Source: an optimization exercise on an open RTL-to-GDS flow (aim: small area, a short achievable clock period and few clock cycles). Production flows keep margins and buffers that such runs may drop. In this exercise RTL edits were held to simulation tests only and were not proved equivalent to the original. Power is estimated from default activity; no workload was simulated.

== before ==
Design matrix_mult, start of the top module:
module matrix_mult #(parameter DW = 8, m = 8, n = 8)(
    input clk,
    input reset,
    input [DW-1:0] data_in,
    input start,
    output [2*DW-1:0] data_out,
    output reg done
);
  localparam S = 3;
  localparam LAST = 186 + S;
  reg [7:0] cnt;
  wire idle = (cnt == 8'd0) || (cnt == LAST);
  always @(posedge clk) begin
    if (reset)
      cnt <= 8'd0;
    else if (idle)
      cnt <= start ? 8'd1 : 8'd0;
    else
      cnt <= cnt + 8'd1;
  end
  always @(posedge clk) begin
    if (reset)
      done <= 1'b0;
    else
      done <= (cnt >= 122 + S) && (cnt <= 185 + S);
  end
  reg load_a, load_row;
  reg [7:0] load_b;
  wire [6:0] bidx = cnt[6:0] - 7'd1;    
  integer lb;
  always @(posedge clk) begin
    load_a <= (cnt >= 8'd1) && (cnt <= 8'd64);
    load_row <= (cnt[2:0] == 3'd1);
    for (lb = 0; lb < 8; lb = lb + 1)
      load_b[lb] <= (cnt >= 8'd65) && (cnt <= 8'd128) && (bidx[5:3] == lb);
  end
  reg [7:0] ar [0:63];
  integer p;
  always @(posedge clk) begin
    ar[0] <= load_a ? data_in : ar[63];
    for (p = 1; p < 64; p = p + 1)
      ar[p] <= ar[p-1];
  end
  wire [8:0] psum [0:3];
  reg [4:0] plo [0:3];
  genvar pg, pb;
  generate for (pg = 0; pg < 4; pg = pg + 1) begin : pa
    wire [3:0] xl = ar[54 - 2*pg][3:0];
    wire [3:0] yl = ar[53 - 2*pg][3:0];
    wire [3:0] xh = ar[55 - 2*pg][7:4];
    wire [3:0] yh = ar[54 - 2*pg][7:4];
    wire [4:0] cl, ch;
    wire [3:0] sl;
    csa_ha u_hl (.a(xl[0]), .b(yl[0]), .s(sl[0]), .co(cl[1]));
    for (pb = 1; pb < 4; pb = pb + 1) begin : fl
      csa_fa u_f (.a(xl[pb]), .b(yl[pb]), .c(cl[pb]), .s(sl[pb]), .co(cl[pb+1]));
    end
    always @(posedge clk)
      plo[pg] <= {cl[4], sl};
    assign ch[0] = plo[pg][4];
    for (pb = 0; pb < 4; pb = pb + 1) begin : fh
      csa_fa u_f (.a(xh[pb]), .b(yh[pb]), .c(ch[pb]), .s(psum[pg][4+pb]), .co(ch[pb+1]));
    end
    assign psum[pg][3:0] = plo[pg][3:0];
    assign psum[pg][8] = ch[4];
  end endgenerate
  reg [63:0] arow;
  reg [35:0] arowp;
  integer q;
  always @(posedge clk) begin
    if (load_row) begin
      for (q = 0; q < 8; q = q + 1)
        arow[8*q +: 8] <= ar[55 - q];
      for (q = 0; q < 4; q = q + 1)
        arowp[9*q +: 9] <= psum[q];
    end
  end
  ...
Size: roughly 2,300 cells after synthesis, ~1,300 flip-flops, roughly 28 I/O pins, about 39,000 µm² of cells after synthesis.
clock: 8.0 ns
lec_check: 0
cap_margin: 20
core_margin: 2
core_utilization: 65
cts_buf_list: sky130_fd_sc_hd__clkbuf_16
cts_cluster_diameter: 80
cts_cluster_size: 25
place_density: 0.75
setup_slack_margin: 5
slew_margin: 20
synth_hierarchical: 1
synth_minimum_keep_size: 0
standard.sh (not shown) runs the stock make flow with config.mk's settings and CLKGATE_MAP_FILE= SYNTH_SCRIPT=/design/flow/synth_recipe.tcl, a recipe that flattens the netlist after the stock synthesis.
==> flow/flow/run.sh <==
#!/bin/bash
set -euo pipefail
sed 's/SETUP_SLACK_MARGIN=[0-9.]*/SETUP_SLACK_MARGIN=5.15/' standard.sh > standard_tight.sh
grep -q 'SETUP_SLACK_MARGIN=5.15' standard_tight.sh
bash standard_tight.sh > standard_tight.log 2>&1
Testbench counts of before, summed over its fixed seeds: cycles 6,056.
> inputs changed (before -> after)
==> flow/run.sh (new file) <==
#!/bin/bash
# synth_recipe.tcl (not shown) runs the flow's synth.tcl, then flattens the netlist and writes it again
# the make line also repeats each setting of config.mk as NAME=value (left out here)
make -C /OpenROAD-flow-scripts/flow DESIGN_CONFIG=/design/flow/config.mk WORK_HOME=/design/flow/orfs CLKGATE_MAP_FILE= SYNTH_SCRIPT=/design/flow/synth_recipe.tcl finish
removed: flow/flow/run.sh
removed: flow/standard.sh
- From before to after the numbers moved as follows: power per standard cell area increased 2.5%; multi-input gate share of the layout cell area shows a reduction of 0.57 points; clock network area share now larger; final area down about 1.3%.
- Re post-synthesis compound-gate area fraction: no difference whatsoever between after and before.
- Sort before and after by clock buffer count desc -> top: after
- after vs before — clock period minus final worst setup slack dropped 65 ps.
- Non-filler instance count after layout was lower in the run labelled after.
- After detailed routing, before needs more wire than after.
- before reports its origin of the worst setup path as bl[32][6] while after reports bl[40][1].
- Going from before to after, maximum frequency higher, power drawn by the combinational cells lower.

## re-timing with driven ports
The results above use ideal ports. As a check the final layouts listed here were re-extracted and re-timed, cells and wires unchanged.
Step 1 sets driving cells, clkbuf_16 on the clock port and buf_2 on the other inputs (assumed; they add their load-dependent delay and slew).
Step 2, shift: input delay + t, output delay - t, t = (earliest + latest rising clock arrival at the registers) / 2. This alone moves slack from input paths to output paths.
Slacks: ideal / step 1 / step 2; pairs: ideal / step 1.
| run | t, ns | setup WS [ns] | latest minus earliest clock arrival (ns) | worst register clock-pin slew, ns |
|---|---|---|---|---|
| before | 0.720 | 4.908 / 4.908 / 4.866 | 0.080 / 0.080 | 0.10 / 0.10 |
| after | 0.695 | 4.973 / 4.973 / 4.969 | 0.038 / 0.039 | 0.10 / 0.10 |
After both steps setup and hold are still met in every run listed. For before, which loses most, drivers alone change the setup slack by 0.000 ns; drivers and shift together by -0.042 ns.
